Background: an optimization exercise with open tools, aiming at a short achievable clock period and few clock cycles. Do not read the settings as production practice. RTL that was checked went through simulation tests only; none was proved equivalent to the original. Power and IR drop assume default switching activity.

Design cpu, start of the top module:
module cpu (
    input  wire        clk,
    input  wire        rst_n,
    output wire [15:0] imem_addr,
    input  wire [7:0]  imem_data,
    output wire [15:0] dmem_addr,
    input  wire [7:0]  dmem_rd_data,
    output wire [7:0]  dmem_wr_data,
    output wire        dmem_wr_en
);
    reg  [15:0] rf [1:15];
    reg         fV, fC;
    reg  [7:0]  fres;            
    reg         fvalid;          
    wire        fZ = fvalid & (fres == 8'h00);
    wire        fN = fres[7];
    wire        fO = ^fres;
    reg  [15:0] mar;
    reg  [15:0] stk [0:15];
    reg  [3:0]  sp;
    reg  [15:0] tos;             
    reg         s_rv0, s_rv1, s_op, s_b1, s_b2, s_b3;
    reg  [15:0] fa;              
    reg  [15:0] ia_x;            
    reg  [7:0]  op;              
    reg  [7:0]  w1;              
    reg  [7:0]  vlo;             
    assign imem_addr = ia_x ^ 16'hFFFC;
    wire [7:0]  b  = imem_data;
    wire [7:0]  md = dmem_rd_data;
    wire [15:0] p1 = fa + 16'd1;
    wire [15:0] p2 = {fa[15:1] + 15'd1, fa[0]};
    function [15:0] rsel;
        input [3:0] idx;
        input [239:0] regs;      
        integer k;
        begin
            rsel = 16'h0000;
            for (k = 1; k < 16; k = k + 1)
                rsel = rsel | (regs[(k-1)*16 +: 16] & {16{idx == k}});
        end
    endfunction
    wire [239:0] rflat;
    genvar gi;
    generate
        for (gi = 1; gi < 16; gi = gi + 1) begin : g_rf
            assign rflat[(gi-1)*16 +: 16] = rf[gi];
        end
    endgenerate
    wire [15:0] r_52 = rsel(b[5:2], rflat);
    wire [15:0] r_74 = rsel(b[7:4], rflat);
    wire [7:0]  r_30 = rsel(b[3:0], rflat);
    wire o_arith = (op <= 8'h09) || (op >= 8'h3F);    
    wire o_unary = (op >= 8'h0A) && (op <= 8'h25);    
    wire o_jump  = ((op >= 8'h26) && (op <= 8'h2C)) ||
                   ((op >= 8'h38) && (op <= 8'h3A));
    wire o_mov   = (op == 8'h2D);
    wire o_lmar  = (op == 8'h2E);
    wire o_smar  = (op == 8'h2F);
    wire o_load  = (op == 8'h30);
  ...
Size in the first run: about 0.035 mm^2 of cells after synthesis.
export LEC_CHECK = 0
export CAP_MARGIN = 20
export CORE_MARGIN = 2
export CORE_UTILIZATION = 40
export PLACE_DENSITY = 0.6
export SETUP_SLACK_MARGIN = 5
export SLEW_MARGIN = 20
export TNS_END_PERCENT = 100
create_clock -name core_clock -period 8.0 [get_ports {clk}]
run.sh (not shown) runs the stock make flow with config.mk's settings and CLKGATE_MAP_FILE= SYNTH_SCRIPT=/design/flow/synth_recipe.tcl, a recipe that flattens the netlist after the stock synthesis.
The first run passed the timing, DRC and antenna checks.
Testbench counts at the start, summed over its fixed seeds: cycles 116,082.
==> next run, changes <==
==> flow/flow/run.sh (new file) <==
#!/bin/bash
set -euo pipefail
bash standard.sh SETUP_SLACK_MARGIN=5.6 finish > standard.log 2>&1
==> flow/standard.sh (new file) <==
#!/bin/bash
# synth_recipe.tcl (not shown) runs the flow's synth.tcl, then flattens the netlist and writes it again
# the make line also repeats each setting of config.mk as NAME=value (left out here)
make -C /OpenROAD-flow-scripts/flow DESIGN_CONFIG=/design/flow/config.mk WORK_HOME=/design/flow/orfs CLKGATE_MAP_FILE= SYNTH_SCRIPT=/design/flow/synth_recipe.tcl "${@:-finish}"
- CAP_MARGIN: 20 -> 40
- SLEW_MARGIN: 20 -> 40
removed: flow/run.sh
The new run passed the timing, DRC and antenna checks.
Cell count came out higher by 4.0%.
Count of clock-buffer cells in the layout stays the same.
Cell area came out higher by 9.2%.
Area after synthesis stays the same.
Flip-flop and latch count stays the same.
Power goes up by 13%.
Non-clock buffer count climbs by 178.
Fmax is higher by 1.8%.
Die area is unchanged.
==> next run, changes <==
- CAP_MARGIN: 40 -> 20
- SLEW_MARGIN: 40 -> 20
Worst setup slack improves by 0.046 ns. Synthesized cell count does not change. Sequential power stays flat. Via count grows by 0.32%.

Setup of oak:
Another version of the RTL of cpu (not shown whole).
For scale: ~670 flip-flops, roughly 59 I/O pins, roughly 36000 um^2 of cells after synthesis.
clock: 8.0 ns
lec_check: 0
abc_clock_period_in_ps: 2500
cap_margin: 20
core_margin: 2
core_utilization: 40
place_density: 0.6
setup_slack_margin: 5
slew_margin: 20
tns_end_percent: 100
Stock flow here: none of the scripts above is used.
Every stage of the flow completed for oak, and the final layout passed the timing, DRC and antenna checks.
Testbench counts of oak, summed over its fixed seeds: cycles 116,082.
Relative to oak, the following input files were edited for pine:
Settings: a deleted ABC_CLOCK_PERIOD_IN_PS that had been 2500.
Results
From oak to pine, clock-buffer cell count did not move at all.
Changes observed in pine relative to oak: overall die area level, worst slack at placement ~0 delta.
~same final critical delay including setup and external delays in pine and oak
Total power: oak vs pine — no meaningful difference
[compare] base=oak new=pine: power drawn by the clock network neither gained nor lost much; tapcell count neither gained nor lost much; setup slack neither gained nor lost much.
From pine to oak, sequential share of cell area did not move at all.
Placed standard-cell area: oak vs pine — no meaningful difference
Re largest net degree at the start of global routing: no difference whatsoever between pine and oak.

== job 101 ==
cpu, a different RTL version from the one above (not shown whole).
Size in the first run: roughly 690 flip-flops, about 59 I/O pins, ~0.036 sq mm of cells after synthesis.
export LEC_CHECK = 0
export CAP_MARGIN = 40
export CORE_MARGIN = 2
export CORE_UTILIZATION = 40
export PLACE_DENSITY = 0.6
export SETUP_SLACK_MARGIN = 5
export SLEW_MARGIN = 40
export TNS_END_PERCENT = 100
create_clock -name core_clock -period 8.0 [get_ports {clk}]
standard.sh (not shown) runs the stock make flow with config.mk's settings and CLKGATE_MAP_FILE= SYNTH_SCRIPT=/design/flow/synth_recipe.tcl, a recipe that flattens the netlist after the stock synthesis.
==> flow/flow/run.sh <==
#!/bin/bash
set -euo pipefail
bash standard.sh SETUP_SLACK_MARGIN=5.6 finish > standard.log 2>&1
Job 101 was carried through to the last stage, and its layout satisfied the timing, DRC and antenna checks.
Relative to job 101, the following input files were edited for job 102:
Settings: CAP_MARGIN: 40 -> 20; SLEW_MARGIN: 40 -> 20.
Notes after the runs:
- The final reports for job 102 and job 101 show layout overhead on the synthesized area higher in the former.
- Job 102 vs job 101 — cell area reported after detailed placement dropped slightly
- Looking at count of buffer and inverter cells on the critical path, job 102 sits 3 below job 101.
- Job 102 ended up with sky130_fd_sc_hd__nor3_1 as its slowest library cell on the worst path; job 101 ended up with sky130_fd_sc_hd__a222oi_1.
- Between job 101 and job 102, power dissipated by switching net loads increased.
- Length of the first detailed-routing pass in iterations ends up higher on job 101.
Function was not checked in any run of this note: the RTL went through the layout flow alone.

==> re-timing with driven ports <==
The results above use ideal ports. As a check the final layouts listed here were re-extracted and re-timed, cells and wires unchanged.
Step 1 sets driving cells, clkbuf_16 on the clock port and buf_2 on the other inputs (assumed; they add their load-dependent delay and slew).
Step 2 moves the port delays by t, midway between the first and last clock arrival at a register: inputs arrive t later, outputs are due t later. That takes back most of the time a late clock gives input paths.
Slacks: no drivers / after step 1 / after step 2; pairs: no drivers / after step 1.
run	t (ns)	slack for setup (ns)	pins driven straight from the clock port
the first run of note 1	0.708	4.781 / 4.710 / 4.002	1
the second run of note 1	0.724	4.838 / 4.778 / 4.055	1
the third run of note 1	0.728	4.885 / 4.709 / 3.981	1
oak	0.702	4.431 / 4.431 / 3.917	1
pine	0.702	4.431 / 4.431 / 3.917	1
job 101	0.704	4.798 / 4.622 / 3.918	1
job 102	0.716	4.716 / 4.525 / 3.808	1
After both steps every run listed still meets setup and hold. For job 102, which loses most, drivers alone change the setup slack by -0.191 ns; drivers and shift together by -0.908 ns.
